This is an optimization exercise on Yosys and OpenROAD, whose aim is small area, not a production implementation.
In this exercise RTL edits were held to simulation tests only and were not proved equivalent to the original.
No activity file was given, so power comes from the tool's default toggle rates.

**flow/constraint.sdc**
```tcl
create_clock -name core_clock -period 6.0 [get_ports {CLK}]
set_input_delay 1.2000 -clock core_clock [delete_from_list [all_inputs] [get_ports {CLK}]]
set_output_delay 1.2000 -clock core_clock [all_outputs]
set_load 0.01 [all_outputs]
```
**flow/flow/abc_area.script**
```
strash
dch
map -a
topo
stime -c
```
**flow/standard.sh**
```bash
#!/bin/bash
# synth_recipe.tcl (not shown) runs the flow's synth.tcl, then flattens the netlist and writes it again
# the make line also repeats each setting of config.mk as NAME=value (left out here)
make -C /OpenROAD-flow-scripts/flow DESIGN_CONFIG=/design/flow/config.mk WORK_HOME=/design/flow/orfs CLKGATE_MAP_FILE= SYNTH_SCRIPT=/design/flow/synth_recipe.tcl "${@:-finish}"
```
**flow/design.v**
```verilog
module note2dds_1st_gen(
input wire CLK,
input wire RESET,
input wire [7:0] NOTE,
output wire [31:0] ADDER,
output wire ROUND
);
reg [3:0] K;
reg [3:0] S;
wire [5:0] m = NOTE[7:2];
reg [3:0] k_n;
always @(*) begin
  case (m)
    6'd0, 6'd1, 6'd2: k_n = 4'd13;
    6'd3, 6'd4, 6'd5: k_n = 4'd12;
    6'd6, 6'd7, 6'd8: k_n = 4'd11;
    6'd9, 6'd10, 6'd11: k_n = 4'd10;
    6'd12, 6'd13, 6'd14: k_n = 4'd9;
    6'd15, 6'd16, 6'd17: k_n = 4'd8;
    6'd18, 6'd19, 6'd20: k_n = 4'd7;
    6'd21, 6'd22, 6'd23: k_n = 4'd6;
    6'd24, 6'd25, 6'd26: k_n = 4'd5;
    6'd27, 6'd28, 6'd29: k_n = 4'd4;
    6'd30, 6'd31, 6'd32: k_n = 4'd3;
    6'd33, 6'd34, 6'd35: k_n = 4'd2;
    6'd36, 6'd37, 6'd38: k_n = 4'd1;
    default: k_n = 4'd0;
  endcase
end
wire [1:0] r_n = m % 3;
wire valid = NOTE < 8'd168;
always @(posedge CLK or posedge RESET) begin
  if (RESET)
    S[3:2] <= 2'b11;
  else if (valid)
    S[3:2] <= r_n;
end
always @(posedge CLK) begin
  if (valid) begin
    K <= k_n;
    S[1:0] <= NOTE[1:0];
  end
end
reg [24:0] B;
always @(*) begin
  case (S)
    4'd0: B = 25'd11506414;
    4'd1: B = 25'd12190621;
    4'd2: B = 25'd12915513;
    4'd3: B = 25'd13683509;
    4'd4: B = 25'd14497173;
    4'd5: B = 25'd15359220;
    4'd6: B = 25'd16272526;
    4'd7: B = 25'd17240141;
    4'd8: B = 25'd18265293;
    4'd9: B = 25'd19351404;
    4'd10: B = 25'd20502099;
    4'd11: B = 25'd21721217;
    default: B = 25'd0;
  endcase
end
wire [24:0] c0 = K[0] ? (B >> 1) : B;
wire [24:0] c1 = K[1] ? (c0 >> 2) : c0;
wire [24:0] c2 = K[2] ? (c1 >> 4) : c1;
wire [24:0] c3 = K[3] ? (c2 >> 8) : c2;
wire [24:0] C = c3;
assign ADDER = {8'd0, C[24:1]};
assign ROUND = C[0];
endmodule
module DDS(
input wire CLK,
input wire RESET,
input wire [31:0] ADDER,
input wire ROUND,
output wire [31:0] DDS
);
reg [31:0] P;
assign DDS = P;
wire [31:0] sum;
wire [24:0] c;
assign c[0] = ROUND;
wire [23:0] p = P[23:0] ^ ADDER[23:0];
wire [23:0] g = P[23:0] & ADDER[23:0];
wire g0c = g[0] | (p[0] & ROUND);
wire x1g = g[1] | (p[1] & g0c);
wire x1p = p[1] & p[0];
wire x2g = g[3] | (p[3] & g[2]);
wire x2p = p[3] & p[2];
wire x3g = g[5] | (p[5] & g[4]);
wire x3p = p[5] & p[4];
wire x4g = g[7] | (p[7] & g[6]);
wire x4p = p[7] & p[6];
wire x5g = g[9] | (p[9] & g[8]);
wire x5p = p[9] & p[8];
wire x6g = g[11] | (p[11] & g[10]);
wire x6p = p[11] & p[10];
wire x7g = g[13] | (p[13] & g[12]);
wire x7p = p[13] & p[12];
wire x8g = g[15] | (p[15] & g[14]);
wire x8p = p[15] & p[14];
wire x9g = g[17] | (p[17] & g[16]);
wire x9p = p[17] & p[16];
wire x10g = g[19] | (p[19] & g[18]);
wire x10p = p[19] & p[18];
wire x11g = g[21] | (p[21] & g[20]);
wire x11p = p[21] & p[20];
wire x12g = g[23] | (p[23] & g[22]);
wire x12p = p[23] & p[22];
wire x13g = x2g | (x2p & x1g);
wire x13p = x2p & x1p;
wire x14g = x4g | (x4p & x3g);
wire x14p = x4p & x3p;
wire x15g = x6g | (x6p & x5g);
wire x15p = x6p & x5p;
wire x16g = x8g | (x8p & x7g);
wire x16p = x8p & x7p;
wire x17g = x10g | (x10p & x9g);
wire x17p = x10p & x9p;
wire x18g = x12g | (x12p & x11g);
wire x18p = x12p & x11p;
wire x19g = x14g | (x14p & x13g);
wire x19p = x14p & x13p;
wire x20g = x16g | (x16p & x15g);
wire x20p = x16p & x15p;
wire x21g = x18g | (x18p & x17g);
wire x21p = x18p & x17p;
wire x22g = x20g | (x20p & x19g);
wire x22p = x20p & x19p;
wire x23g = x21g | (x21p & x22g);
wire x23p = x21p & x22p;
wire x24g = x15g | (x15p & x19g);
wire x24p = x15p & x19p;
wire x25g = x17g | (x17p & x22g);
wire x25p = x17p & x22p;
wire x26g = x3g | (x3p & x13g);
wire x26p = x3p & x13p;
wire x27g = x5g | (x5p & x19g);
wire x27p = x5p & x19p;
wire x28g = x7g | (x7p & x24g);
wire x28p = x7p & x24p;
wire x29g = x9g | (x9p & x22g);
wire x29p = x9p & x22p;
wire x30g = x11g | (x11p & x25g);
wire x30p = x11p & x25p;
wire x31g = g[2] | (p[2] & x1g);
wire x31p = p[2] & x1p;
wire x32g = g[4] | (p[4] & x13g);
wire x32p = p[4] & x13p;
wire x33g = g[6] | (p[6] & x26g);
wire x33p = p[6] & x26p;
wire x34g = g[8] | (p[8] & x19g);
wire x34p = p[8] & x19p;
wire x35g = g[10] | (p[10] & x27g);
wire x35p = p[10] & x27p;
wire x36g = g[12] | (p[12] & x24g);
wire x36p = p[12] & x24p;
wire x37g = g[14] | (p[14] & x28g);
wire x37p = p[14] & x28p;
wire x38g = g[16] | (p[16] & x22g);
wire x38p = p[16] & x22p;
wire x39g = g[18] | (p[18] & x29g);
wire x39p = p[18] & x29p;
wire x40g = g[20] | (p[20] & x25g);
wire x40p = p[20] & x25p;
wire x41g = g[22] | (p[22] & x30g);
wire x41p = p[22] & x30p;
assign c[1] = g0c;
assign c[2] = x1g;
assign c[3] = x31g;
assign c[4] = x13g;
assign c[5] = x32g;
assign c[6] = x26g;
assign c[7] = x33g;
assign c[8] = x19g;
assign c[9] = x34g;
assign c[10] = x27g;
assign c[11] = x35g;
assign c[12] = x24g;
assign c[13] = x36g;
assign c[14] = x28g;
assign c[15] = x37g;
assign c[16] = x22g;
assign c[17] = x38g;
assign c[18] = x29g;
assign c[19] = x39g;
assign c[20] = x25g;
assign c[21] = x40g;
assign c[22] = x30g;
assign c[23] = x41g;
assign c[24] = x23g;
assign sum[23:0] = p ^ c[23:0];
wire [7:0] hp;
assign hp[0] = 1'b1;
genvar k;
generate for (k=1;k<8;k=k+1) begin: ginc
 assign hp[k] = hp[k-1] & P[23+k];
end endgenerate
assign sum[31:24] = P[31:24] ^ ({8{c[24]}} & hp);
always @(posedge CLK or posedge RESET)
begin
  if (RESET)
    P <= 32'd0;
  else
    P <= sum;
end
endmodule
module form_wave (
input  wire [31:0] DDS,
input  wire [2:0]  form,
output wire [31:0] WAVE
);
wire ramp = ~form[2] & ~(form[1] & form[0]);          
wire neg  = ~form[2] & ~(form[1] & form[0]) & (form[1] ? DDS[31] : form[0]);
wire sq   = (form == 3'b011) ? DDS[31] :
            (form == 3'b100) ? (DDS[31] & DDS[30]) : 1'b0;
wire [31:0] lower_or;
assign lower_or[0] = 1'b0;
wire [4:0] grp;
assign grp[0] = 1'b0;
assign grp[1] = grp[0] | (|DDS[7:0]);
assign lower_or[1] = grp[0] | (|DDS[0:0]);
assign lower_or[2] = grp[0] | (|DDS[1:0]);
assign lower_or[3] = grp[0] | (|DDS[2:0]);
assign lower_or[4] = grp[0] | (|DDS[3:0]);
assign lower_or[5] = grp[0] | (|DDS[4:0]);
assign lower_or[6] = grp[0] | (|DDS[5:0]);
assign lower_or[7] = grp[0] | (|DDS[6:0]);
assign grp[2] = grp[1] | (|DDS[15:8]);
assign lower_or[9] = grp[1] | (|DDS[8:8]);
assign lower_or[10] = grp[1] | (|DDS[9:8]);
assign lower_or[11] = grp[1] | (|DDS[10:8]);
assign lower_or[12] = grp[1] | (|DDS[11:8]);
assign lower_or[13] = grp[1] | (|DDS[12:8]);
assign lower_or[14] = grp[1] | (|DDS[13:8]);
assign lower_or[15] = grp[1] | (|DDS[14:8]);
assign lower_or[8] = grp[1];
assign grp[3] = grp[2] | (|DDS[23:16]);
assign lower_or[17] = grp[2] | (|DDS[16:16]);
assign lower_or[18] = grp[2] | (|DDS[17:16]);
assign lower_or[19] = grp[2] | (|DDS[18:16]);
assign lower_or[20] = grp[2] | (|DDS[19:16]);
assign lower_or[21] = grp[2] | (|DDS[20:16]);
assign lower_or[22] = grp[2] | (|DDS[21:16]);
assign lower_or[23] = grp[2] | (|DDS[22:16]);
assign lower_or[16] = grp[2];
assign grp[4] = grp[3] | (|DDS[31:24]);
assign lower_or[25] = grp[3] | (|DDS[24:24]);
assign lower_or[26] = grp[3] | (|DDS[25:24]);
assign lower_or[27] = grp[3] | (|DDS[26:24]);
assign lower_or[28] = grp[3] | (|DDS[27:24]);
assign lower_or[29] = grp[3] | (|DDS[28:24]);
assign lower_or[30] = grp[3] | (|DDS[29:24]);
assign lower_or[31] = grp[3] | (|DDS[30:24]);
assign lower_or[24] = grp[3];
assign WAVE = ({32{ramp}} & (DDS ^ ({32{neg}} & lower_or))) | {32{sq}};
endmodule
module dds_synth (
input  wire        CLK,
input  wire        RESET,
input  wire [7:0]  NOTE,
input  wire [2:0]  FORM,
output wire [31:0] WAVE
);
wire [31:0] ADDER;
wire        ROUND;
wire [31:0] DDS;
note2dds_1st_gen n2d (.CLK(CLK), .RESET(RESET), .NOTE(NOTE), .ADDER(ADDER), .ROUND(ROUND));
DDS dds2 (.CLK(CLK), .RESET(RESET), .ADDER(ADDER), .ROUND(ROUND), .DDS(DDS));
form_wave formw (.DDS(DDS), .form(FORM), .WAVE(WAVE));
endmodule
```
**flow/flow/run.sh**
```bash
#!/bin/bash
# Standard ORFS layout (the standard.sh) with three changes:
#  - synthesis maps with the ABC script in flow/abc_area.script;
#  - synthesis does not extract full/half adder cells (ADDER_MAP_FILE empty),
#    so ABC maps the adder logic itself.
#    Registers are unchanged: same count, names and cell types;
#  - the port buffers that buffer_ports inserts are sky130_fd_sc_hd__buf_1.
# Every tool's output is kept in the ORFS logs under orfs/logs/ and in
# flow_make.log here.
set -euo pipefail
rm -rf scripts_local
cp -r "$FLOW_HOME/scripts" scripts_local
cp flow/abc_area.script scripts_local/abc_area.script
bash standard.sh "SCRIPTS_DIR=$PWD/scripts_local" "ADDER_MAP_FILE=" \
  "BUFFER_PORTS_ARGS=-buffer_cell sky130_fd_sc_hd__buf_1" finish > flow_make.log 2>&1
```
**flow/config.mk**
```make
export PLATFORM = sky130hd
export DESIGN_NAME = dds_synth
export DESIGN_NICKNAME = dds_synth
export VERILOG_FILES = /design/flow/design.v
export SDC_FILE = /design/flow/constraint.sdc
export NUM_CORES = 4
export LEC_CHECK = 0
export ABC_AREA = 1
export CAP_MARGIN = 20
export CORE_MARGIN = 2
export CORE_UTILIZATION = 60
export CTS_BUF_LIST = sky130_fd_sc_hd__clkbuf_8
export CTS_CLUSTER_DIAMETER = 500
export CTS_CLUSTER_SIZE = 40
export SLEW_MARGIN = 20
```
==> flow_metrics.tcl, run 1 <==
set metrics [dict create \
    drtIter0Drc 195 \
    die_y_um 87.5 \
    synth_top_family_by_area "simple AND/OR/NAND/NOR gates" \
    crit_fanout 5 \
    whs_ns 0.489 \
    ys.flop_type "dfrtp_1" \
    cp.required_ns 4.80 \
    finalWirelength_mm 11.1 \
    reg2regPathDepth 36 \
    place_inst 830 \
    cts_tree "yes" \
    layout_commonest_cell "nand2_1" \
    rows 30 \
    cts_sinks 40 \
    avgViaCountPerCell 5.80 \
    dp_hpwl_mm 8.63 \
    worstMarginPinSlew_ns 0.592 \
    drive_gt1_share_pct 7.72 \
    num-nets-final 776 \
    dieArea_um2 7650 \
    synth-simple-area-share_pct 29.5 \
    status "no timing/DRC/antenna violations" \
    cp_common_cell "nor2_2" \
    syn-cell-area_um2 4180 \
    crit_arrival_ns 4.33 \
    fin_cells 844 \
    p_total_mw 1.92 \
    final_util_pct 70.7 \
    ys_seq_area_share_pct 24.7 \
    synth_nets 704 \
    finClkSkew_ns 0.0148 \
    synthArstFlopShare_pct 85.0 \
    overflow 0 \
    gp_congestion 0.944 \
    start_util_pct 61.9 \
    synthMuxAreaShare_pct 1.20 \
    track_usage_pct 29.3 \
    relSlewSlack_pct 60.3 \
    synthAdderAreaFrac_pct 0.479 \
    finalSetupTns_ns 0 \
    io_pins 45 \
    synthXorXnorAreaFrac_pct 8.17 \
    clockBufferDepth 2 \
    p_leak_nw 1.91 \
    power_density_nw_per_um2 402 \
    end_kind "output pin" \
    pre_cts_ws_ns 0.110 \
    final_cell_mix "nand2_1, nor2_1, clkinv_1, o21ai_0, a21oi_1" \
    die_w_um 87.5 \
    port_buffers 44 \
    path_class "reg2out" \
    drv_cap 0 \
    wl_per_cell_um 13.2 \
    grt_pass1_vias 4260 \
    coreArea_um2 6760 \
    first_pass_iters 6 \
    numCtsBuffers 5 \
    cts-hold-fix-buffers 0 \
    design_area_um2 4780 \
    diodes 0 \
    via_count 4893 \
    synthToLayoutAreaGrowth_pct 14.2 \
    clockRootBuffer "clkbuf_8" \
    synth_edf_count 6 \
    max_freq_mhz 181 \
    vdd_drop_max_uv 169 \
    hold_class "reg2reg" \
    synth-warning-count 2 \
    synth-seq-cells 40 \
    path_clk_slew_ns 0.09 \
    grt_pass1_wl_mm 18.1 \
    setup-violations-final 0 \
    max_stage_delay_ns 0.45 \
    fin_ws_ns 0.467 \
    cts_max_level 2 \
    syn_area_per_cell_um2 6.05 \
    hold_viol_final 0 \
    synthTopCellsByArea "dfrtp_1, nand2_1, nor2_1, o21ai_0, clkinv_1" \
    final_antenna_net_count 0 \
    netlist.area_leader.share_pct 19.2 \
    finalCritPeriodShare_pct 92.2 \
    synth_compound_area_share_pct 27.9 \
    grt_max_degree 35 \
    remaining_drc_errors 0 \
    critPathSlowestCell "dfrtp_2" \
    slew_violations 0 \
    antenna_found_initial 0 \
    placed_cell_area_um2 4560 \
    netlist_instances 691 \
    clk_latency_ns 0.31 \
    crit_path_start_kind "register" \
    yosysUniqueCellTypes 29 \
    synth_top_area_cell "dfrtp_1" \
    hold_depth 1 \
    min_period_ns 5.53 \
]
[worst max-delay path: cells and delay by family (launching register included)]
| family | cells | cell delay, ns |
|---|---|---|
| AOI/OAI and AO/OA | 2 | 0.21 |
| xor gates and xnor gates | 1 | 0.14 |
| buffers and inverters | 6 | 0.62 |
| DFF | 1 | 0.45 |
| and+or+nand+nor | 22 | 2.61 |
[layer usage]
metal	vias up	track usage [%]	wire length [um]
li1	2493	-	-
met1	2203	35.2	4880
met2	170	53.2	5410
met3	27	3.41	550
met4	0	10.8	290
met5	-	0	0
[state kept, by name, summed over array words and instances, names as in the netlist]
register  flops
n2d.S         4
dds2.P       32
n2d.K         4
[area by class of cell]
| class | instances | area (um^2) |
|---|---|---|
| clock buffers | 5 | 68.8 |
| inverters | 90 | 342 |
| repair buffers | 65 | 324 |
| clock inverters | 3 | 18.8 |
| well taps | 80 | 100 |
| fillers | 609 | 1980 |
| flip-flops and latches | 40 | 1030 |
| multi-input cells | 561 | 2890 |
[final timing paths]
check | slack [ns] | start | endpoint
max in group asynchronous | 4.68 | RESET | n2d.S[3]
worst max-delay path | 0.47 | dds2.P[1] | WAVE[31]
worst min register to register | 0.49 | dds2.P[31] | dds2.P[31]
min in group asynchronous | 0.96 | RESET | dds2.P[12]
worst max register to register | 0.50 | n2d.S[2] | dds2.P[23]
worst min-delay path | 0.49 | dds2.P[31] | dds2.P[31]
[cells by family after synthesis]
family / Yosys count
flops: 40
simple gates: 311
fa+ha+maj: 2
mux: 5
buf+inv: 90
xor+xnor: 39
compound gates: 204
[power by group]
part           total (mW)  leakage, nW  switching [mW]  internal [mW]
sequential          0.545        0.465           0.145          0.400
combinational        1.19         1.39           0.752          0.438
clock               0.183       0.0479           0.102         0.0812
[synth_stat cells, drive strengths merged (6+ instances only)]
| library cell | count |
|---|---|
| clkinv | 90 |
| o21ai | 90 |
| nor2 | 120 |
| xor2 | 32 |
| xnor2 | 7 |
| a31oi | 18 |
| o31ai | 7 |
| o211ai | 19 |
| a21oi | 49 |
| dfrtp | 32 |
| nor3 | 9 |
| edfxtp | 6 |
| nand2 | 150 |
| nand3 | 24 |
[repair_timing]
| item | in CTS | in global routing |
|---|---|---|
| buffers inserted | 0 | 6 |
| endpoints found under the setup margin | 0 | 23 |
| gates resized for setup | 0 | 32 |
==> inputs of run 2 (changes only) <==
--- a/flow/config.mk
+++ b/flow/config.mk
@@ -10,6 +10,4 @@
 export CORE_MARGIN = 2
 export CORE_UTILIZATION = 60
 export CTS_BUF_LIST = sky130_fd_sc_hd__clkbuf_8
-export CTS_CLUSTER_DIAMETER = 500
-export CTS_CLUSTER_SIZE = 40
 export SLEW_MARGIN = 20
==> flow_metrics.tcl, run 2 <==
set metrics [dict create \
    io_pins 45 \
    numCtsBuffers 5 \
    vdd_drop_max_uv 169 \
    synthArstFlopShare_pct 85.0 \
    syn_area_per_cell_um2 6.05 \
    netlist_instances 691 \
    final_cell_mix "nand2_1, nor2_1, clkinv_1, o21ai_0, a21oi_1" \
    synth_nets 704 \
    syn-cell-area_um2 4180 \
    grt_max_degree 35 \
    multi_input_area_um2 2890 \
    finalWirelength_mm 11.1 \
    die_y_um 87.5 \
    ys.flop_type "dfrtp_1" \
    rrSetupSlack_ns 0.50 \
    synthMuxAreaShare_pct 1.20 \
    drv_cap 0 \
    clockBufferDepth 2 \
    slew_violations 0 \
    cts_tree "yes" \
    clockRootBuffer "clkbuf_8" \
    max_stage_delay_ns 0.45 \
    p_leak_nw 1.91 \
    netlist.area_leader.share_pct 19.2 \
    p_total_mw 1.92 \
    reg2regPathDepth 36 \
    pre_cts_ws_ns 0.110 \
    combPwrFrac_pct 62.1 \
    finalSetupTns_ns 0 \
    switching_share_pct 52.1 \
    fin_cells 844 \
    start_util_pct 61.9 \
    synthXorXnorAreaFrac_pct 8.17 \
    via_count 4893 \
    clk_latency_ns 0.31 \
    final_util_pct 70.7 \
    drive_gt1_share_pct 7.72 \
    path_class "reg2out" \
    synthAdderAreaFrac_pct 0.479 \
    synth_compound_area_share_pct 27.9 \
    hold_viol_final 0 \
    synthTopCellsByArea "dfrtp_1, nand2_1, nor2_1, o21ai_0, clkinv_1" \
    drtIter0Drc 195 \
    setup-violations-final 0 \
    worstMarginPinSlew_ns 0.592 \
    place_inst 830 \
    hold_depth 1 \
    hold_class "reg2reg" \
    synth_edf_count 6 \
    die_w_um 87.5 \
    diodes 0 \
    cp.required_ns 4.80 \
    seq_area_um2 1030 \
    num-nets-final 776 \
    placed_cell_area_um2 4560 \
    p_seq_share_pct 28.4 \
    cts_max_level 2 \
    wl_per_cell_um 13.2 \
    grt_pass1_vias 4260 \
    ys_seq_area_share_pct 24.7 \
    relSlewSlack_pct 60.3 \
    regToRegEndpoint "dds2.P[23]" \
    rows 30 \
    whs_ns 0.489 \
    final_antenna_net_count 0 \
    largest_register_ffs 32 \
    synth_top_area_cell "dfrtp_1" \
    layout_commonest_cell "nand2_1" \
    p_switching_mw 0.999 \
    grt_pass1_wl_mm 18.1 \
    critPathSlowestCell "dfrtp_2" \
    min_period_ns 5.53 \
    port_buffers 44 \
    cts_sinks 40 \
    track_usage_pct 29.3 \
    crit_arrival_ns 4.33 \
    path_clk_slew_ns 0.09 \
    avgViaCountPerCell 5.80 \
    synth-simple-area-share_pct 29.5 \
    cp_common_cell "nor2_2" \
    finalCritPeriodShare_pct 92.2 \
    remaining_drc_errors 0 \
    dp_hpwl_mm 8.63 \
    reg.largest.list "dds2.P: 32 flops, n2d.K: 4 flops, n2d.S: 4 flops" \
    synth_top_family_by_area "simple AND/OR/NAND/NOR gates" \
    clockPowerShare_pct 9.6 \
    design_area_um2 4780 \
    reg2reg_from "n2d.S[2]" \
    yosysUniqueCellTypes 29 \
    dieArea_um2 7650 \
    first_pass_iters 6 \
    synth-warning-count 2 \
    gp_congestion 0.944 \
    top_register "dds2.P" \
    coreArea_um2 6760 \
    finClkSkew_ns 0.0148 \
    fin_ws_ns 0.467 \
    min_from "dds2.P[31]" \
    internal_power_mw 0.919 \
    whs_endpoint "dds2.P[31]" \
    synth_most_common_cell "nand2_1" \
    overflow 0 \
    power_density_nw_per_um2 402 \
    status "no timing/DRC/antenna violations" \
    synth-seq-cells 40 \
    antenna_found_initial 0 \
    fillers 609 \
    end_kind "output pin" \
    crit_path_start_kind "register" \
    yosys-top-cells-count "nand2_1, nor2_1, clkinv_1, o21ai_0, a21oi_1" \
    crit_fanout 5 \
    synthToLayoutAreaGrowth_pct 14.2 \
    max_freq_mhz 181 \
]
run 2: kinds of logic after synthesis:
kind of cell / Yosys count
adder cells (fa/ha/maj): 2
multiplexers: 5
AND/OR/NAND/NOR: 311
AO/OA/AOI/OAI: 204
XOR/XNOR: 39
flip-flops: 40
buffers and inverters: 90
run 2: routing by layer:
metal | part of all wire, % | up-vias | GRT usage (%)
li1 | - | 2493 | -
met1 | 44 | 2203 | 35.2
met2 | 49 | 170 | 53.2
met3 | 4.9 | 27 | 3.41
met4 | 2.6 | 0 | 10.8
met5 | 0 | - | 0
run 2: worst max path at each step:
stage / startpoint / endpoint / slack (ns) / depth (start not counted)
global route: dds2.P[1] / WAVE[31] / -0.06 / 31
detailed placement: n2d.S[1] / dds2.P[30] / 0.11 / 38
finish: dds2.P[1] / WAVE[31] / 0.47 / 31
global placement: n2d.S[1] / dds2.P[30] / 0.30 / 38
floorplan: n2d.S[1] / dds2.P[23] / 0.69 / 37
CTS: dds2.P[1] / WAVE[31] / 0.03 / 31
run 2: area by class of cell:
type                    count  area share (%)
clock inverters             3           0.393
well taps                  80            2.10
multi-input cells         561            60.5
flip-flops and latches     40            21.7
clock buffers               5            1.44
repair buffers             65            6.79
inverters                  90            7.15
run 2: timing repair:
| action | in CTS | in global routing |
|---|---|---|
| resized for setup | 0 | 32 |
| setup endpoints to repair | 0 | 23 |
| setup buffers | 0 | 6 |
| endpoints found under the hold margin | 0 | 0 |
| hold buffers | 0 | 0 |
run 2: worst max-delay path, delay by kind of cell, from the launching register on:
kind	cells	cell delay, ns
and+or+nand+nor	22	2.61
buffers and inverters	6	0.62
DFF	1	0.45
AOI/OAI and AO/OA	2	0.21
xor gates and xnor gates	1	0.14
run 2: power groups by stage:
stage / clock network [mW] / logic (mW) / registers, mW
global placement: 0 / 1.10 / 0.528
finish: 0.183 / 1.19 / 0.545
detailed placement: 0 / 1.13 / 0.536
global route: 0.194 / 1.34 / 0.563
floorplan: 0 / 0.885 / 0.516
CTS: 0.183 / 1.14 / 0.530
==> inputs of run 3 (changes only) <==
--- a/flow/config.mk
+++ b/flow/config.mk
@@ -6,8 +6,8 @@
 export NUM_CORES = 4
 export LEC_CHECK = 0
 export ABC_AREA = 1
-export CAP_MARGIN = 20
+export CAP_MARGIN = 0
 export CORE_MARGIN = 2
 export CORE_UTILIZATION = 60
 export CTS_BUF_LIST = sky130_fd_sc_hd__clkbuf_8
-export SLEW_MARGIN = 20
+export SLEW_MARGIN = 0
==> flow_metrics.tcl, run 3 <==
set metrics [dict create \
    status "no timing/DRC/antenna violations" \
    top_register "dds2.P" \
    vdd_drop_max_uv 169 \
    synthTopCellsByArea "dfrtp_1, nand2_1, nor2_1, o21ai_0, clkinv_1" \
    synth_edf_count 6 \
    hold_viol_final 0 \
    start_util_pct 61.9 \
    dp_hpwl_mm 8.63 \
    placed_cell_area_um2 4560 \
    layout_commonest_cell "nand2_1" \
    final_antenna_net_count 0 \
    p_leak_nw 1.91 \
    coreArea_um2 6760 \
    p_total_mw 1.92 \
    hold_depth 1 \
    synthArstFlopShare_pct 85.0 \
    first_pass_iters 6 \
    critPathSlowestCell "dfrtp_2" \
    clockRootBuffer "clkbuf_8" \
    grt_pass1_wl_mm 18.1 \
    clk_latency_ns 0.31 \
    min_from "dds2.P[31]" \
    multi_input_area_um2 2890 \
    synthToLayoutAreaGrowth_pct 14.2 \
    min_period_ns 5.53 \
    end_kind "output pin" \
    diodes 0 \
    design_area_um2 4780 \
    gp_congestion 0.944 \
    ys_seq_area_share_pct 24.7 \
    critPathTopFamily "simple AND/OR/NAND/NOR gates" \
    die_w_um 87.5 \
    avgViaCountPerCell 5.80 \
    overflow 0 \
    max_freq_mhz 181 \
    clockBufferDepth 2 \
    power_density_nw_per_um2 402 \
    final_cell_mix "nand2_1, nor2_1, clkinv_1, o21ai_0, a21oi_1" \
    port_buffers 44 \
    path_class "reg2out" \
    rows 30 \
    path_clk_slew_ns 0.09 \
    cts-hold-fix-buffers 0 \
    netlist_instances 691 \
    slew_violations 0 \
    synth_nets 704 \
    io_pins 45 \
    rrSetupSlack_ns 0.50 \
    largest_register_ffs 32 \
    track_usage_pct 29.3 \
    reg.largest.list "dds2.P: 32 flops, n2d.K: 4 flops, n2d.S: 4 flops" \
    remaining_drc_errors 0 \
    crit_path_start_kind "register" \
    cp_common_cell "nor2_2" \
    ys.flop_type "dfrtp_1" \
    drtIter0Drc 195 \
    grt_pass1_vias 4260 \
    crit_fanout 5 \
    synth-seq-cells 40 \
    reg2reg_from "n2d.S[2]" \
    cts_max_level 2 \
    crit_buf_inv 6 \
    die_y_um 87.5 \
    drv_cap 0 \
    syn_area_per_cell_um2 6.05 \
    cp.required_ns 4.80 \
    max_stage_delay_ns 0.45 \
    crit_arrival_ns 4.33 \
    cts_sinks 40 \
    finClkSkew_ns 0.0148 \
    worstMarginPinSlew_ns 0.592 \
    finalSetupTns_ns 0 \
    relSlewSlack_pct 60.3 \
    drive_gt1_share_pct 7.72 \
    wl_per_cell_um 13.2 \
    yosys-top-cells-count "nand2_1, nor2_1, clkinv_1, o21ai_0, a21oi_1" \
    num-nets-final 776 \
    fillers 609 \
    finalWirelength_mm 11.1 \
    setup-violations-final 0 \
    numCtsBuffers 5 \
    synth_most_common_cell "nand2_1" \
    hold_class "reg2reg" \
    netlist.area_leader.share_pct 19.2 \
    yosysUniqueCellTypes 29 \
    whs_endpoint "dds2.P[31]" \
    finalCritPeriodShare_pct 92.2 \
    seq_area_um2 1030 \
    whs_ns 0.489 \
    regToRegEndpoint "dds2.P[23]" \
    via_count 4893 \
    reg2regPathDepth 36 \
    grt_max_degree 35 \
    synth_top_area_cell "dfrtp_1" \
    antenna_found_initial 0 \
    dieArea_um2 7650 \
    synth-warning-count 2 \
    cts_tree "yes" \
    syn-cell-area_um2 4180 \
]
==> run 3: kinds of logic (layout without fill, tap and decap cells) <==
group,count (synthesis),after routing,synth area share (%)
multiplexers,5,5,1.20
AO/OA/AOI/OAI,204,204,27.9
flip-flops,40,40,24.7
buffers and inverters,90,163,8.08
AND/OR/NAND/NOR,311,311,29.5
XOR/XNOR,39,39,8.17
adder cells (fa/ha/maj),2,2,0.479
==> run 3: through the flow <==
stage,setup WS [ns],cells,utilization [%]
5_1_grt,-0.0578,844,70.7
6_report,0.467,844,70.7
3_3_place_gp,0.296,830,67.5
4_1_cts,0.0323,838,68.8
3_5_place_dp,0.110,830,67.5
2_1_floorplan,0.694,691,-
==> run 3: final cells by class <==
type                            count  share of cell area (%)
Multi-Input combinational cell    561                    60.5
Sequential cell                    40                    21.7
Inverter                           90                    7.15
Timing Repair Buffer               65                    6.79
Tap cell                           80                    2.10
Clock buffer                        5                    1.44
Clock inverter                      3                   0.393
==> run 3: report_power, final <==
group / internal (mW) / total, mW / switching (mW)
combinational: 0.438 / 1.19 / 0.752
sequential: 0.400 / 0.545 / 0.145
clock: 0.0812 / 0.183 / 0.102
total: 0.919 / 1.92 / 0.999
==> run 3: how the worst max path moves through the flow <==
stage                  to  cells after the start  startpoint  slack (ns)
2_1_floorplan  dds2.P[23]                     37    n2d.S[1]        0.69
3_3_place_gp   dds2.P[30]                     38    n2d.S[1]        0.30
3_5_place_dp   dds2.P[30]                     38    n2d.S[1]        0.11
4_1_cts          WAVE[31]                     31   dds2.P[1]        0.03
5_1_grt          WAVE[31]                     31   dds2.P[1]       -0.06
6_report         WAVE[31]                     31   dds2.P[1]        0.47
==> run 3: worst register-to-register path: cells and delay by family (launching register included) <==
kind,cells,cell delay [ns]
AOI/OAI and AO/OA,13,1.90
and+or+nand+nor,16,1.72
DFF,1,0.63
buffers and inverters,5,0.61
adders and majority gates,1,0.38
xor gates and xnor gates,1,0.15
==> run 3: routing by layer <==
| layer | vias to the layer above | part of all wire [%] | track usage, % |
|---|---|---|---|
| li1 | 2493 | - | - |
| met3 | 27 | 4.9 | 3.41 |
| met1 | 2203 | 44 | 35.2 |
| met5 | - | 0 | 0 |
| met4 | 0 | 2.6 | 10.8 |
| met2 | 170 | 49 | 53.2 |
==> run 3: what timing repair did <==
action,4_1_cts,5_1_grt
endpoints found under the hold margin,0,0
gates resized for setup,0,32
setup buffers,0,6
setup endpoints to repair,0,23
==> inputs of run 4 (changes only) <==
==> flow/flow/run.sh (replaced) <==
#!/bin/bash
# Standard ORFS layout (the standard.sh) with these changes:
#  - synthesis maps with the ABC script in flow/abc_area.script;
#  - synthesis does not extract full/half adder cells (ADDER_MAP_FILE empty),
#    so ABC maps the adder logic itself.
#    Registers are unchanged: same count, names and cell types;
#  - the port buffers that buffer_ports inserts are sky130_fd_sc_hd__buf_1;
#  - extra make variables, one per line, from flow/make_args.txt (if any).
# Every tool's output is kept in the ORFS logs under orfs/logs/ and in
# flow_make.log here.
set -euo pipefail
rm -rf scripts_local
cp -r "$FLOW_HOME/scripts" scripts_local
cp flow/abc_area.script scripts_local/abc_area.script
extra=()
if [[ -f flow/make_args.txt ]]; then
  while IFS= read -r line; do
    [[ -n "$line" ]] && extra+=("$line")
  done < flow/make_args.txt
fi
bash standard.sh "SCRIPTS_DIR=$PWD/scripts_local" "ADDER_MAP_FILE=" \
  "BUFFER_PORTS_ARGS=-buffer_cell sky130_fd_sc_hd__buf_1" "${extra[@]}" finish > flow_make.log 2>&1
==> flow/flow/make_args.txt (new file) <==
CTS_ARGS=-sink_clustering_enable -repair_clock_nets -buf_list sky130_fd_sc_hd__clkbuf_16 -root_buf sky130_fd_sc_hd__clkbuf_16 -sink_clustering_size 40 -sink_clustering_max_diameter 500 -sink_buffer_max_cap_derate 1.0
--- a/flow/config.mk
+++ b/flow/config.mk
@@ -6,8 +6,8 @@
 export NUM_CORES = 4
 export LEC_CHECK = 0
 export ABC_AREA = 1
-export CAP_MARGIN = 0
+export CAP_MARGIN = 20
 export CORE_MARGIN = 2
 export CORE_UTILIZATION = 60
 export CTS_BUF_LIST = sky130_fd_sc_hd__clkbuf_8
-export SLEW_MARGIN = 0
+export SLEW_MARGIN = 20
==> flow_metrics.tcl, run 4 <==
set metrics [dict create \
    drtIter0Drc 252 \
    setup-violations-final 0 \
    switching_share_pct 50.4 \
    max_stage_delay_ns 0.44 \
    start_util_pct 61.9 \
    cp.required_ns 4.80 \
    synth_most_common_cell "nand2_1" \
    layout_commonest_cell "nand2_1" \
    reg2regPathDepth 35 \
    dieArea_um2 7650 \
    synth_top_area_cell "dfrtp_1" \
    clockBufferDepth 2 \
    synthArstFlopShare_pct 85.0 \
    finClkSkew_ns 0.00803 \
    internal_power_mw 0.998 \
    via_count 4928 \
    relSlewSlack_pct 60.7 \
    worstMarginPinSlew_ns 0.586 \
    cts-hold-fix-buffers 0 \
    regToRegEndpoint "dds2.P[23]" \
    wl_per_cell_um 13.3 \
    yosysUniqueCellTypes 29 \
    cts_max_level 2 \
    finalCritPeriodShare_pct 92.8 \
    top_register "dds2.P" \
    largest_register_ffs 32 \
    combPwrFrac_pct 59.9 \
    synthToLayoutAreaGrowth_pct 15.7 \
    crit_fanout 5 \
    final_cell_mix "nand2_1, nor2_1, clkinv_1, o21ai_0, a21oi_1" \
    netlist_instances 691 \
    power_density_nw_per_um2 416 \
    path_class "reg2out" \
    status "no timing/DRC/antenna violations" \
    rrSetupSlack_ns 0.48 \
    synth_edf_count 6 \
    placed_cell_area_um2 4560 \
    wl_met3_um 520 \
    synth-warning-count 2 \
    top_layer "met4" \
    diodes 0 \
    clockRootBuffer "clkbuf_16" \
    dp_hpwl_mm 8.63 \
    min_period_ns 5.57 \
    p_switching_mw 1.02 \
    final_antenna_net_count 0 \
    die_y_um 87.5 \
    seq_area_um2 1030 \
    vdd_drop_max_uv 195 \
    reg2reg_from "n2d.S[0]" \
    io_pins 45 \
    yosys-top-cells-count "nand2_1, nor2_1, clkinv_1, o21ai_0, a21oi_1" \
    ys_seq_area_share_pct 24.7 \
    avgViaCountPerCell 5.83 \
    drv_cap 0 \
    final_util_pct 71.6 \
    num-nets-final 777 \
    path_clk_slew_ns 0.06 \
    clk_latency_ns 0.29 \
    hold_class "reg2reg" \
    grt_pass1_wl_mm 18.3 \
    design_area_um2 4840 \
    finalWirelength_mm 11.3 \
    hold_viol_final 0 \
    drt-met1-wl_mm 4.88 \
    cp_common_cell "nor2_2" \
    remaining_drc_errors 0 \
    fillers 596 \
    critPathSlowestCell "dfrtp_2" \
    hold_depth 1 \
    whs_endpoint "dds2.P[31]" \
    grt_pass1_vias 4299 \
    synth-seq-cells 40 \
    reg.largest.list "dds2.P: 32 flops, n2d.K: 4 flops, n2d.S: 4 flops" \
    cts_sinks 40 \
    p_seq_share_pct 27.1 \
    ys.flop_type "dfrtp_1" \
    overflow 0 \
    netlist.area_leader.share_pct 19.2 \
    rows 30 \
    clockPowerShare_pct 13.1 \
    max_freq_mhz 180 \
    slew_violations 0 \
    multi_input_area_um2 2890 \
    drive_gt1_share_pct 7.71 \
    p_leak_nw 1.94 \
    wl_met2_mm 5.58 \
    place_inst 830 \
    fin_cells 845 \
    cts_tree "yes" \
    end_kind "output pin" \
    p_total_mw 2.01 \
    crit_path_start_kind "register" \
    numCtsBuffers 5 \
    grt_max_degree 35 \
    antenna_found_initial 0 \
    synth_nets 704 \
    track_usage_pct 29.5 \
    syn_area_per_cell_um2 6.05 \
    first_pass_iters 5 \
    syn-cell-area_um2 4180 \
    min_from "dds2.P[31]" \
    synthTopCellsByArea "dfrtp_1, nand2_1, nor2_1, o21ai_0, clkinv_1" \
    coreArea_um2 6760 \
    gp_congestion 0.944 \
    port_buffers 44 \
    crit_arrival_ns 4.37 \
    die_w_um 87.5 \
]
==> run 4: cell counts after synthesis <==
No cell type changed its count.
==> run 4: critical path, delay by kind of cell, from the launching register on <==
family,cells,cell delay [ns]
AO/OA/AOI/OAI,2,0.22
AND/OR/NAND/NOR,22,2.64
flip-flops,1,0.44
XOR/XNOR,1,0.14
buffers and inverters,6,0.64
==> run 4: worst max path at each step <==
stage                     startpoint    endpoint  slack, ns  depth (start not counted)
final                      dds2.P[1]    WAVE[31]       0.43                         31
after CTS                  dds2.P[1]    WAVE[31]       0.05                         31
after detailed placement    n2d.S[1]  dds2.P[30]       0.11                         38
after global placement      n2d.S[1]  dds2.P[30]       0.30                         38
after global routing       dds2.P[1]    WAVE[31]      -0.09                         31
after floorplan             n2d.S[1]  dds2.P[23]       0.69                         37
==> run 4: repair_timing <==
item,4_1_cts,5_1_grt
hold endpoints to repair,0,0
resized for setup,0,30
setup buffers,0,7
endpoints found under the setup margin,0,23
==> run 4: power groups by stage <==
stage	sequential [mW]	combinational (mW)	clock (mW)
3_3_place_gp	0.528	1.10	0
6_report	0.545	1.21	0.263
4_1_cts	0.531	1.14	0.265
5_1_grt	0.563	1.36	0.275
2_1_floorplan	0.516	0.885	0
3_5_place_dp	0.536	1.13	0
==> run 4: cells by family after synthesis <==
| family | count (synthesis) | share of synthesized area (%) |
|---|---|---|
| mux | 5 | 1.20 |
| xor+xnor | 39 | 8.17 |
| buf+inv | 90 | 8.08 |
| simple gates | 311 | 29.5 |
| fa+ha+maj | 2 | 0.479 |
| flops | 40 | 24.7 |
| compound gates | 204 | 27.9 |
==> run 4: metrics by stage <==
| step | worst slack (ns) | setup TNS, ns | hold WS (ns) |
|---|---|---|---|
| floorplan | 0.694 | 0 | 0.449 |
| global placement | 0.296 | 0 | 0.472 |
| detailed placement | 0.110 | 0 | 0.476 |
| CTS | 0.0471 | 0 | 0.489 |
| global route | -0.0925 | -0.146 | 0.510 |
| finish | 0.431 | 0 | 0.485 |
==> run 4: layer usage <==
metal / track usage (%) / up-vias
li1: - / 2495
met1: 34.9 / 2226
met2: 54.2 / 180
met3: 3.32 / 27
met4: 11.2 / 0
met5: 0 / -
==> run 4: area by class of cell <==
class,count,area share [%]
clock buffers,5,2.59
multi-input cells,561,59.6
flip-flops and latches,40,21.4
repair buffers,66,6.85
clock inverters,3,0.388
inverters,90,7.06
well taps,80,2.07
==> inputs of run 5 (changes only) <==
==> flow/flow/make_args.txt (replaced) <==
CTS_ARGS=-repair_clock_nets -buf_list sky130_fd_sc_hd__clkbuf_8 -root_buf sky130_fd_sc_hd__clkbuf_16
==> flow_metrics.tcl, run 5 <==
set metrics [dict create \
    syn-cell-area_um2 4180 \
    max_freq_mhz 180 \
    overflow 0 \
    p_switching_mw 1.02 \
    yosys-top-cells-count "nand2_1, nor2_1, clkinv_1, o21ai_0, a21oi_1" \
    synthToLayoutAreaGrowth_pct 15.7 \
    p_seq_share_pct 27.1 \
    slew_violations 0 \
    clk_latency_ns 0.29 \
    path_class "reg2out" \
    num-nets-final 777 \
    hold_viol_final 0 \
    synthTopCellsByArea "dfrtp_1, nand2_1, nor2_1, o21ai_0, clkinv_1" \
    gp_congestion 0.944 \
    via_count 4928 \
    grt_pass1_wl_mm 18.3 \
    combPwrFrac_pct 59.9 \
    coreArea_um2 6760 \
    antenna_found_initial 0 \
    dieArea_um2 7650 \
    internal_power_mw 0.998 \
    design_area_um2 4840 \
    rows 30 \
    cts-hold-fix-buffers 0 \
    netlist.area_leader.share_pct 19.2 \
    numCtsBuffers 5 \
    track_usage_pct 29.5 \
    finalSetupTns_ns 0 \
    synth_edf_count 6 \
    dp_hpwl_mm 8.63 \
    synth_nets 704 \
    remaining_drc_errors 0 \
    relSlewSlack_pct 60.7 \
    synth-warning-count 2 \
    first_pass_iters 5 \
    ys.flop_type "dfrtp_1" \
    netlist_instances 691 \
    drtIter0Drc 252 \
    grt_max_degree 35 \
    reg.largest.list "dds2.P: 32 flops, n2d.K: 4 flops, n2d.S: 4 flops" \
    start_util_pct 61.9 \
    crit_arrival_ns 4.37 \
    finalWirelength_mm 11.3 \
    crit_fanout 5 \
    grt_pass1_vias 4299 \
    io_pins 45 \
    cts_sinks 40 \
    diodes 0 \
    whs_ns 0.485 \
    p_leak_nw 1.94 \
    crit_path_start_kind "register" \
    worstMarginPinSlew_ns 0.586 \
    status "no timing/DRC/antenna violations" \
    switching_share_pct 50.4 \
    synth-seq-cells 40 \
    critPathSlowestCell "dfrtp_2" \
    finalCritPeriodShare_pct 92.8 \
    clockPowerShare_pct 13.1 \
    wl_per_cell_um 13.3 \
    clockBufferDepth 2 \
    cts_tree "yes" \
    cp_common_cell "nor2_2" \
    finClkSkew_ns 0.00803 \
    cp.required_ns 4.80 \
    top_register "dds2.P" \
    final_antenna_net_count 0 \
    synthArstFlopShare_pct 85.0 \
    layout_commonest_cell "nand2_1" \
    ys_seq_area_share_pct 24.7 \
    die_y_um 87.5 \
    final_cell_mix "nand2_1, nor2_1, clkinv_1, o21ai_0, a21oi_1" \
    syn_area_per_cell_um2 6.05 \
    placed_cell_area_um2 4560 \
    min_period_ns 5.57 \
    drv_cap 0 \
    end_kind "output pin" \
    die_w_um 87.5 \
    clockRootBuffer "clkbuf_16" \
    port_buffers 44 \
    synth_most_common_cell "nand2_1" \
    hold_class "reg2reg" \
    avgViaCountPerCell 5.83 \
    yosysUniqueCellTypes 29 \
    cts_max_level 2 \
    max_stage_delay_ns 0.44 \
    path_clk_slew_ns 0.06 \
    setup-violations-final 0 \
    largest_register_ffs 32 \
    vdd_drop_max_uv 195 \
    synth_top_area_cell "dfrtp_1" \
    drive_gt1_share_pct 7.71 \
    power_density_nw_per_um2 416 \
]
## run 5: cell counts in the layout (fill, tap and decap cells not counted)
Identical to the previous run, type by type.
## run 5: routing by layer
layer | track usage (%) | share of wire (%) | vias up
li1 | - | - | 2495
met1 | 34.9 | 43 | 2226
met2 | 54.2 | 50 | 180
met3 | 3.32 | 4.6 | 27
met4 | 11.2 | 2.6 | 0
met5 | 0 | 0 | -
## run 5: critical path: cells and delay by family (launching register included)
kind | cells | cell delay [ns]
flops | 1 | 0.44
compound gates | 2 | 0.22
buf+inv | 6 | 0.64
simple gates | 22 | 2.64
xor+xnor | 1 | 0.14
## run 5: power by group through the flow
| stage | sequential [mW] | clock (mW) | combinational [mW] |
|---|---|---|---|
| finish | 0.545 | 0.263 | 1.21 |
| global route | 0.563 | 0.275 | 1.36 |
| CTS | 0.531 | 0.265 | 1.14 |
| detailed placement | 0.536 | 0 | 1.13 |
| global placement | 0.528 | 0 | 1.10 |
| floorplan | 0.516 | 0 | 0.885 |
## run 5: timing repair
action,in CTS,in global routing
setup buffers,0,7
hold endpoints to repair,0,0
endpoints found under the setup margin,0,23
resized for setup,0,30
## run 5: cell type report
| cell class | instances | area, um^2 |
|---|---|---|
| fillers | 596 | 1920 |
| flip-flops and latches | 40 | 1030 |
| repair buffers | 66 | 332 |
| well taps | 80 | 100 |
| inverters | 90 | 342 |
| clock inverters | 3 | 18.8 |
| multi-input cells | 561 | 2890 |
| clock buffers | 5 | 125 |
## run 5: worst paths after layout
path,from,to,slack [ns],cells past startpoint
setup / recovery,dds2.P[1],WAVE[31],0.43,31
hold / removal,dds2.P[31],dds2.P[31],0.49,1
setup reg to reg,n2d.S[0],dds2.P[23],0.48,35
hold reg to reg,dds2.P[31],dds2.P[31],0.49,1
max in group asynchronous,RESET,n2d.S[3],4.66,3
min in group asynchronous,RESET,dds2.P[12],0.98,3
## run 5: metrics by stage
step,utilization (%),setup slack [ns],power [mW],cells
floorplan,-,0.694,1.40,691
global placement,67.5,0.296,1.63,830
detailed placement,67.5,0.110,1.67,830
CTS,69.6,0.0471,1.94,838
global route,71.6,-0.0925,2.19,845
finish,71.6,0.431,2.01,845
## run 5: kinds of logic after synthesis
logic type / after synthesis / synth area share, %
buffers and inverters: 90 / 8.08
flip-flops: 40 / 24.7
multiplexers: 5 / 1.20
adder cells (fa/ha/maj): 2 / 0.479
XOR/XNOR: 39 / 8.17
AO/OA/AOI/OAI: 204 / 27.9
AND/OR/NAND/NOR: 311 / 29.5
==> inputs of run 6 (changes only) <==
--- a/flow/design.v
+++ b/flow/design.v
@@ -59,10 +59,10 @@
     default: B = 25'd0;
   endcase
 end
-wire [24:0] c0 = K[0] ? (B >> 1) : B;
-wire [24:0] c1 = K[1] ? (c0 >> 2) : c0;
-wire [24:0] c2 = K[2] ? (c1 >> 4) : c1;
-wire [24:0] c3 = K[3] ? (c2 >> 8) : c2;
+wire [24:0] c0 = K[3] ? (B >> 8) : B;
+wire [24:0] c1 = K[2] ? (c0 >> 4) : c0;
+wire [24:0] c2 = K[1] ? (c1 >> 2) : c1;
+wire [24:0] c3 = K[0] ? (c2 >> 1) : c2;
 wire [24:0] C = c3;
 assign ADDER = {8'd0, C[24:1]};
 assign ROUND = C[0];
==> flow/flow/abc_area.script (replaced) <==
strash
dch
amap
topo
stime -c
==> flow/flow/make_args.txt (replaced) <==
CTS_ARGS=-sink_clustering_enable -repair_clock_nets -buf_list sky130_fd_sc_hd__clkbuf_8 -dont_use_dummy_load
==> flow_metrics.tcl, run 6 <==
set metrics [dict create \
    finalCritPeriodShare_pct 96.6 \
    max_stage_delay_ns 0.72 \
    synth-warning-count 2 \
    num-nets-final 691 \
    setup-violations-final 0 \
    synth_edf_count 6 \
    io_pins 45 \
    port_buffers 44 \
    gp_congestion 0.970 \
    regToRegEndpoint "dds2.P[31]" \
    wl_per_cell_um 15.2 \
    ys_seq_area_share_pct 26.3 \
    final_cell_mix "nor2_1, nand2_1, clkinv_1" \
    min_from "dds2.P[29]" \
    yosys-top-cells-count "nor2_1, nand2_1, clkinv_1, a21oi_1, o21ai_0" \
    reg2reg_from "n2d.S[3]" \
    clockRootBuffer "clkbuf_8" \
    path_depth 33 \
    drtIter0Drc 616 \
    crit_arrival_ns 6.02 \
    synth_nets 617 \
    ys.flop_type "dfrtp_1" \
    diodes 0 \
    avgViaCountPerCell 6.45 \
    cts_max_level 2 \
    critPathSlowestCell "dfstp_4" \
    cp.required_ns 6.23 \
    path_class "reg2reg" \
    drive_gt1_share_pct 10.5 \
    top_register "dds2.P" \
    via_count 4854 \
    hold_viol_final 0 \
    netlist.area_leader.share_pct 20.4 \
    die_y_um 84.9 \
    remaining_drc_errors 0 \
    synth-seq-cells 40 \
    syn-cell-area_um2 3930 \
    rows 29 \
    fillers 507 \
    slew_violations 0 \
    placed_cell_area_um2 4300 \
    largest_register_ffs 32 \
    vdd_drop_max_uv 308 \
    synthTopCellsByArea "dfrtp_1, nor2_1, o22a_1, nand2_1, a21oi_1" \
    reg2regPathDepth 33 \
    design_area_um2 4590 \
    numCtsBuffers 5 \
    yosysUniqueCellTypes 34 \
    antenna_found_initial 0 \
    clk_latency_ns 0.31 \
    end_kind "register" \
    finClkSkew_ns 0.0278 \
    critPathTopFamily "compound AO/OA/AOI/OAI gates" \
    syn_area_per_cell_um2 6.51 \
    rrSetupSlack_ns 0.21 \
    layout_commonest_cell "nor2_1" \
    dp_hpwl_mm 8.13 \
    multi_input_area_um2 2800 \
    cts_sinks 40 \
    finalWirelength_mm 11.5 \
    grt_pass1_vias 4072 \
    cts_tree "yes" \
    reg.largest.list "dds2.P: 32 flops, n2d.K: 4 flops, n2d.S: 4 flops" \
    status "no timing/DRC/antenna violations" \
    p_total_mw 2.09 \
    drv_cap 0 \
    hold_depth 2 \
    power_density_nw_per_um2 456 \
    relSlewSlack_pct 51.5 \
    synth_top_area_cell "dfrtp_1" \
    start_util_pct 61.9 \
    netlist_instances 604 \
    worstMarginPinSlew_ns 0.722 \
    max_freq_mhz 173 \
    final_antenna_net_count 0 \
    seq_area_um2 1040 \
    synth_most_common_cell "nor2_1" \
    clockBufferDepth 2 \
    track_usage_pct 30.3 \
    grt_max_degree 35 \
    coreArea_um2 6350 \
    min_period_ns 5.79 \
    path_clk_slew_ns 0.08 \
    synthArstFlopShare_pct 85.0 \
    cp_common_cell "nand2_1" \
    grt_pass1_wl_mm 18.0 \
    cts-hold-fix-buffers 0 \
    first_pass_iters 5 \
    synthToLayoutAreaGrowth_pct 16.8 \
    overflow 0 \
    crit_buf_inv 3 \
    p_leak_nw 1.67 \
    crit_fanout 16 \
    crit_path_start_kind "register" \
    dieArea_um2 7210 \
    die_w_um 84.9 \
    hold_class "reg2reg" \
    whs_endpoint "dds2.P[29]" \
]
-- run 6: cells by family (layout without fill, tap and decap cells) --
| family | after synthesis | in the layout | synth area share, % |
|---|---|---|---|
| and+or+nand+nor | 244 | 244 | 24.8 |
| AOI/OAI and AO/OA | 256 | 256 | 42.6 |
| xor gates and xnor gates | 1 | 1 | 0.223 |
| buffers and inverters | 63 | 135 | 6.02 |
| DFF | 40 | 40 | 26.3 |
-- run 6: final cells by class --
type,instances,share of cell area (%)
Tap cell,77,2.10
Clock buffer,5,1.50
Multi-Input combinational cell,501,61.1
Timing Repair Buffer,67,7.36
Sequential cell,40,22.6
Inverter,63,5.37
-- run 6: power by group --
group,internal (mW),switching (mW),total (mW)
Sequential,0.403,0.105,0.508
Clock,0.0752,0.0948,0.170
Combinational,0.520,0.895,1.41
-- run 6: worst max-delay path by stage --
stage | slack (ns) | end | from
6_report | 0.21 | dds2.P[31] | n2d.S[3]
5_1_grt | -0.17 | dds2.P[31] | n2d.S[1]
4_1_cts | 0.05 | dds2.P[31] | n2d.S[1]
3_5_place_dp | 0.02 | dds2.P[31] | n2d.S[2]
3_3_place_gp | 0.32 | dds2.P[31] | n2d.S[2]
2_1_floorplan | 0.80 | dds2.P[31] | n2d.S[2]
-- run 6: metal layers --
layer | vias up | wire length, um | track usage, %
met5 | - | 0 | 0
met4 | 0 | 150 | 8.66
met3 | 19 | 775 | 4.77
met2 | 207 | 5340 | 49.0
met1 | 2243 | 5190 | 42.1
li1 | 2385 | - | -
-- run 6: per-stage QoR --
stage | setup WS (ns) | hold slack [ns] | utilization (%) | setup TNS, ns | cells
floorplan | 0.797 | 0.474 | - | 0 | 604
global placement | 0.322 | 0.537 | 67.7 | 0 | 739
detailed placement | 0.0191 | 0.532 | 67.7 | 0 | 739
CTS | 0.0482 | 0.551 | 68.8 | 0 | 744
global route | -0.171 | 0.599 | 72.3 | -0.638 | 753
finish | 0.207 | 0.543 | 72.3 | 0 | 753
-- run 6: worst register-to-register path: cells and delay by family (launching register included) --
kind,cells,cell delay [ns]
AO/OA/AOI/OAI,15,2.30
AND/OR/NAND/NOR,15,2.25
flip-flops,1,0.72
buffers and inverters,3,0.46
-- run 6: repair_timing --
action                                  4_1_cts  5_1_grt
pin swaps                                     0       16
endpoints found under the setup margin        1       21
buffers inserted                              0        9
resized for setup                             1       49
==> inputs of run 7 (changes only) <==
==> flow/flow/abc_area.script (replaced) <==
strash
dch
amap -m
topo
stime -c
==> flow_metrics.tcl, run 7 <==
set metrics [dict create \
    yosysUniqueCellTypes 33 \
    num-nets-final 680 \
    end_kind "register" \
    synth-warning-count 2 \
    layout_commonest_cell "nor2_1" \
    final_antenna_net_count 0 \
    finalSetupTns_ns 0 \
    start_util_pct 61.9 \
    path_clk_slew_ns 0.08 \
    ys_seq_area_share_pct 26.5 \
    numCtsBuffers 5 \
    p_leak_nw 1.65 \
    finalCritPeriodShare_pct 93.6 \
    combPwrFrac_pct 66.0 \
    port_buffers 44 \
    synth_nets 605 \
    cp_common_cell "nor2_1" \
    vdd_drop_max_uv 341 \
    grt_max_degree 35 \
    track_usage_pct 29.7 \
    synthXorXnorAreaFrac_pct 0.224 \
    yosys-top-cells-count "nor2_1, nand2_1, o21ai_0, clkinv_1, a21oi_1" \
    internal_power_mw 0.991 \
    crit_path_start_kind "register" \
    diodes 0 \
    largest_register_ffs 32 \
    dp_hpwl_mm 8.05 \
    via_count 4732 \
    top_register "dds2.P" \
    place_inst 727 \
    final_util_pct 71.9 \
    synthTopCellsByArea "dfrtp_1, o22a_1, nor2_1, o21ai_0, nand2_1" \
    synth_compound_area_share_pct 44.4 \
    crit_fanout 6 \
    cp.required_ns 6.18 \
    multi_input_area_um2 2780 \
    cts_max_level 2 \
    ys.flop_type "dfrtp_1" \
    finalWirelength_mm 11.0 \
    die_y_um 84.7 \
    syn-cell-area_um2 3910 \
    clockRootBuffer "clkbuf_8" \
    final_cell_mix "nor2_1, nand2_1, o21ai_0" \
    io_pins 45 \
    synthAdderAreaFrac_pct 0 \
    grt_pass1_vias 4049 \
    synth-seq-cells 40 \
    synth-simple-area-share_pct 23.6 \
    first_pass_iters 5 \
    wl_per_cell_um 14.8 \
    synth_edf_count 6 \
    die_w_um 84.7 \
    synth_top_area_cell "dfrtp_1" \
    critPathSlowestCell "edfxtp_1" \
    synth_top_family_by_area "compound AO/OA/AOI/OAI gates" \
    synthMuxAreaShare_pct 0 \
    cts_tree "yes" \
    setup-violations-final 0 \
    antenna_found_initial 0 \
    max_freq_mhz 178 \
    use_met2_pct 46.8 \
    netlist_instances 592 \
    cts-hold-fix-buffers 0 \
    fin_cells 742 \
    drv_cap 0 \
    remaining_drc_errors 0 \
    status "no timing/DRC/antenna violations" \
    grt_pass1_wl_mm 17.9 \
    clockBufferDepth 2 \
    p_total_mw 2.04 \
    drive_gt1_share_pct 9.47 \
    clockPowerShare_pct 8.3 \
    seq_area_um2 1030 \
    cts_sinks 40 \
    rows 29 \
    gp_congestion 0.932 \
    synthToLayoutAreaGrowth_pct 16.2 \
    reg.largest.list "dds2.P: 32 flops, n2d.K: 4 flops, n2d.S: 4 flops" \
    p_seq_share_pct 25.7 \
    dieArea_um2 7170 \
    crit_arrival_ns 5.79 \
    top_usage_layer "met2" \
    coreArea_um2 6310 \
    worstMarginPinSlew_ns 0.773 \
    path_class "reg2reg" \
    drtIter0Drc 331 \
    clk_latency_ns 0.30 \
    fillers 532 \
    max_stage_delay_ns 0.44 \
    switching_share_pct 51.3 \
    relSlewSlack_pct 48.5 \
    min_period_ns 5.61 \
    slew_violations 0 \
    finClkSkew_ns 0.0196 \
    avgViaCountPerCell 6.38 \
    use_met3_pct 5.01 \
    synth_most_common_cell "nor2_1" \
    synthArstFlopShare_pct 85.0 \
    gr-usage-met1_pct 41.8 \
    hold_class "reg2reg" \
    power_density_nw_per_um2 449 \
    p_switching_mw 1.05 \
    rsz0062_at_grt "yes" \
    syn_area_per_cell_um2 6.60 \
    hold_viol_final 0 \
    netlist.area_leader.share_pct 20.5 \
    overflow 0 \
]
==> run 7: logic make-up (layout without fill, tap and decap cells) <==
group                  Yosys count  count (layout)
flip-flops                      40              40
AND/OR/NAND/NOR                229             229
XOR/XNOR                         1               1
buffers and inverters           56             129
AO/OA/AOI/OAI                  266             266
==> run 7: final timing paths <==
check | start | end | cells past startpoint | slack, ns
worst max register to register | n2d.S[1] | dds2.P[31] | 39 | 0.39
worst max-delay path | n2d.S[1] | dds2.P[31] | 39 | 0.39
min in group asynchronous | RESET | dds2.P[3] | 3 | 0.95
max in group asynchronous | RESET | n2d.S[3] | 3 | 4.67
worst min register to register | dds2.P[29] | dds2.P[29] | 2 | 0.52
worst min-delay path | dds2.P[29] | dds2.P[29] | 2 | 0.52
==> run 7: final cells by class <==
class	count	share of cell area, %
timing repair buffer	68	7.55
clock buffer	5	1.52
tap	77	2.12
sequential	40	22.8
multi-input combinational	496	61.3
inverter	56	4.74
==> run 7: worst max-delay path, delay by kind of cell, from the launching register on <==
| kind | cells | cell delay, ns |
|---|---|---|
| buf+inv | 6 | 0.71 |
| flops | 1 | 0.44 |
| compound gates | 16 | 2.47 |
| simple gates | 17 | 1.87 |
==> run 7: per-layer routing <==
| metal | vias to the layer above | routed length [um] |
|---|---|---|
| met5 | - | 0 |
| met3 | 23 | 632 |
| met1 | 2169 | 5140 |
| li1 | 2378 | - |
| met2 | 162 | 4970 |
| met4 | 0 | 243 |
==> run 7: power groups by stage <==
stage               clock [mW]  sequential, mW  combinational (mW)
floorplan                    0           0.508               0.923
global placement             0           0.515                1.17
detailed placement           0           0.520                1.20
CTS                      0.170           0.515                1.21
global route             0.179           0.542                1.51
finish                   0.169           0.523                1.34
==> run 7: what timing repair did <==
| item | 4_1_cts | 5_1_grt |
|---|---|---|
| endpoints found under the setup margin | 2 | 21 |
| resized for setup | 1 | 36 |
| buffers inserted | 0 | 10 |
| pin swaps | 0 | 7 |
| cloned | 0 | 0 |
| endpoints found under the hold margin | 0 | 0 |
==> run 7: through the flow <==
step / cell area, um^2 / setup slack, ns / hold WS (ns)
floorplan: 3910 / 0.341 / 0.474
global placement: 4270 / 0.199 / 0.496
detailed placement: 4270 / -0.0143 / 0.505
CTS: 4340 / 0.0226 / 0.522
global route: 4540 / -0.155 / 0.565
finish: 4540 / 0.385 / 0.516
==> inputs of run 8 (changes only) <==
--- a/flow/config.mk
+++ b/flow/config.mk
@@ -8,6 +8,7 @@
 export ABC_AREA = 1
 export CAP_MARGIN = 20
 export CORE_MARGIN = 2
-export CORE_UTILIZATION = 60
+export CORE_UTILIZATION = 67
 export CTS_BUF_LIST = sky130_fd_sc_hd__clkbuf_8
+export GPL_TIMING_DRIVEN = 0
 export SLEW_MARGIN = 20
==> flow_metrics.tcl, run 8 <==
set metrics [dict create \
    first_pass_iters 7 \
    path_clk_slew_ns 0.08 \
    overflow 0 \
    coreArea_um2 5570 \
    p_leak_nw 1.66 \
    final_antenna_net_count 0 \
    io_pins 45 \
    hold_class "reg2reg" \
    numCtsBuffers 5 \
    reg2reg_from "n2d.S[3]" \
    die_w_um 80.4 \
    cts-hold-fix-buffers 0 \
    synthToLayoutAreaGrowth_pct 18.1 \
    reg2regPathDepth 35 \
    setup-violations-final 0 \
    avgViaCountPerCell 6.93 \
    num-nets-final 677 \
    final_cell_mix "nor2_1, nand2_1, o21ai_0" \
    grt_pass1_vias 4193 \
    syn-cell-area_um2 3910 \
    syn_area_per_cell_um2 6.60 \
    dieArea_um2 6460 \
    power_density_nw_per_um2 466 \
    top_register "dds2.P" \
    drive_gt1_share_pct 11.6 \
    diodes 0 \
    clockRootBuffer "clkbuf_8" \
    reg.largest.list "dds2.P: 32 flops, n2d.K: 4 flops, n2d.S: 4 flops" \
    vdd_drop_max_uv 355 \
    ys.flop_type "dfrtp_1" \
    final_util_pct 82.7 \
    max_stage_delay_ns 0.84 \
    synth_most_common_cell "nor2_1" \
    min_period_ns 5.79 \
    wl_per_cell_um 16.7 \
    crit_arrival_ns 4.59 \
    yosys-top-cells-count "nor2_1, nand2_1, o21ai_0, clkinv_1, a21oi_1" \
    drv_cap 0 \
    hold_viol_final 0 \
    hold_depth 2 \
    finalWirelength_mm 12.3 \
    clockBufferDepth 2 \
    max_freq_mhz 173 \
    end_kind "output pin" \
    synth_top_area_cell "dfrtp_1" \
    synth_edf_count 6 \
    crit_path_start_kind "primary input" \
    cp_common_cell "buf_1" \
    worstMarginPinSlew_ns 1.05 \
    cts_sinks 40 \
    critPathSlowestCell "a21oi_2" \
    path_class "in2out" \
    endpoint "WAVE[26]" \
    worstPathCellList "buf_1 -> a21oi_2 -> clkinvlp_4 -> o211ai_1 -> clkinv_1 -> a31oi_1 -> o21ai_0 -> buf_1" \
    netlist_instances 592 \
    clk_latency_ns 0.32 \
    dp_hpwl_mm 7.98 \
    grt_pass1_wl_mm 17.9 \
    largest_register_ffs 32 \
    synth-seq-cells 40 \
    synthTopCellsByArea "dfrtp_1, o22a_1, nor2_1, o21ai_0, nand2_1" \
    fillers 369 \
    slew_violations 0 \
    layout_commonest_cell "nor2_1" \
    finClkSkew_ns 0.0229 \
    antenna_found_initial 0 \
    synth-warning-count 2 \
    synthArstFlopShare_pct 85.0 \
    drtIter0Drc 776 \
    remaining_drc_errors 0 \
    port_buffers 44 \
    gp_congestion 1.01 \
    status "no timing/DRC/antenna violations" \
    finalCritPeriodShare_pct 96.5 \
    ys_seq_area_share_pct 26.5 \
    relSlewSlack_pct 30.1 \
    cp.required_ns 4.80 \
    synth_nets 605 \
    cts_tree "yes" \
    rows 27 \
    via_count 5089 \
    start_util_pct 70.1 \
    finalSetupTns_ns 0 \
    p_total_mw 2.15 \
    regToRegEndpoint "dds2.P[31]" \
    rrSetupSlack_ns 0.21 \
    crit_fanout 18 \
    die_y_um 80.4 \
    yosysUniqueCellTypes 33 \
    cts_max_level 2 \
    track_usage_pct 34.8 \
    netlist.area_leader.share_pct 20.5 \
    grt_max_degree 35 \
    cp-startpoint "FORM[0]" \
]
## run 8: critical path: cells and delay by family
family,cells,cell delay (ns)
buf+inv,4,1.49
compound gates,4,1.88
## run 8: report_power, final
part           switching, mW  total (mW)  internal, mW
Sequential             0.141       0.545         0.404
Combinational          0.902        1.43         0.530
Clock                 0.0966       0.172        0.0751
Total                   1.14        2.15          1.01
## run 8: final cells by class
cell class | count | area [um^2] | share of cell area, %
Sequential cell | 40 | 1040 | 22.5
Multi-Input combinational cell | 496 | 2860 | 62.0
Tap cell | 72 | 90.1 | 1.95
Timing Repair Buffer | 65 | 327 | 7.08
Inverter | 56 | 230 | 4.99
Clock buffer | 5 | 68.8 | 1.49
## run 8: kinds of logic (layout without fill, tap and decap cells)
group	Yosys count	count (layout)	synth area share, %
flops	40	40	26.5
compound gates	266	266	44.4
xor+xnor	1	1	0.224
buf+inv	56	126	5.38
simple gates	229	229	23.6
## run 8: what timing repair did
item                                    4_1_cts  5_1_grt
buffers inserted                              8       11
endpoints found under the setup margin       11       24
gates resized for setup                      15       42
pin swaps                                     4       10
## run 8: worst min path at each step
stage	to	slack (ns)	from
after floorplan	dds2.P[29]	0.47	dds2.P[29]
after global placement	dds2.P[29]	0.49	dds2.P[29]
after detailed placement	dds2.P[29]	0.50	dds2.P[29]
after CTS	dds2.P[29]	0.52	dds2.P[29]
after global routing	dds2.P[29]	0.57	dds2.P[29]
final	dds2.P[29]	0.51	dds2.P[29]
## run 8: metrics by stage
step / instance area, um^2 / hold slack (ns) / setup WS [ns] / instances
CTS: 4380 / 0.517 / 0.0247 / 723
floorplan: 3910 / 0.474 / 0.341 / 592
global placement: 4160 / 0.494 / -0.931 / 708
detailed placement: 4190 / 0.501 / -1.18 / 710
finish: 4610 / 0.511 / 0.211 / 734
global route: 4610 / 0.572 / -0.106 / 734
## run 8: layer usage
| layer | up-vias | share of wire (%) | GRT usage (%) |
|---|---|---|---|
| met4 | 0 | 3.8 | 14.2 |
| met5 | - | 0 | 0 |
| met2 | 363 | 47 | 58.3 |
| met3 | 74 | 11 | 6.29 |
| met1 | 2278 | 39 | 44.0 |
| li1 | 2374 | - | - |

-- afterwards: timing with drivers on the ports --
The flow's constraints put no driver on any port. The routed layouts listed below were extracted and timed again, unchanged, in two steps.
Step 1: set_driving_cell puts a clkbuf_16 on CLK and a buf_2 on each other input, an assumption about the parent block.
Step 2 times the ports against the registers' clock, not the clock port: input delays grow and output delays shrink by t, the midpoint of the rising clock arrivals with the driver on.
Three values: ideal, step 1, step 2; two values: the first two.
| run | t (ns) | setup WS [ns] | pins driven straight from the clock port |
|---|---|---|---|
| run 1 | 0.328 | 0.467 / 0.437 / 0.501 | 1 |
| run 2 | 0.328 | 0.467 / 0.437 / 0.501 | 1 |
| run 3 | 0.328 | 0.467 / 0.437 / 0.501 | 1 |
| run 4 | 0.317 | 0.431 / 0.396 / 0.482 | 1 |
| run 5 | 0.317 | 0.431 / 0.396 / 0.482 | 1 |
| run 6 | 0.326 | 0.207 / 0.207 / 0.207 | 1 |
| run 7 | 0.319 | 0.385 / 0.385 / 0.385 | 1 |
| run 8 | 0.337 | 0.211 / 0.179 / 0.179 | 1 |
After both steps every run listed still meets setup and hold. For run 8, which loses most, drivers alone change the setup slack by -0.032 ns; drivers and shift together by -0.032 ns.
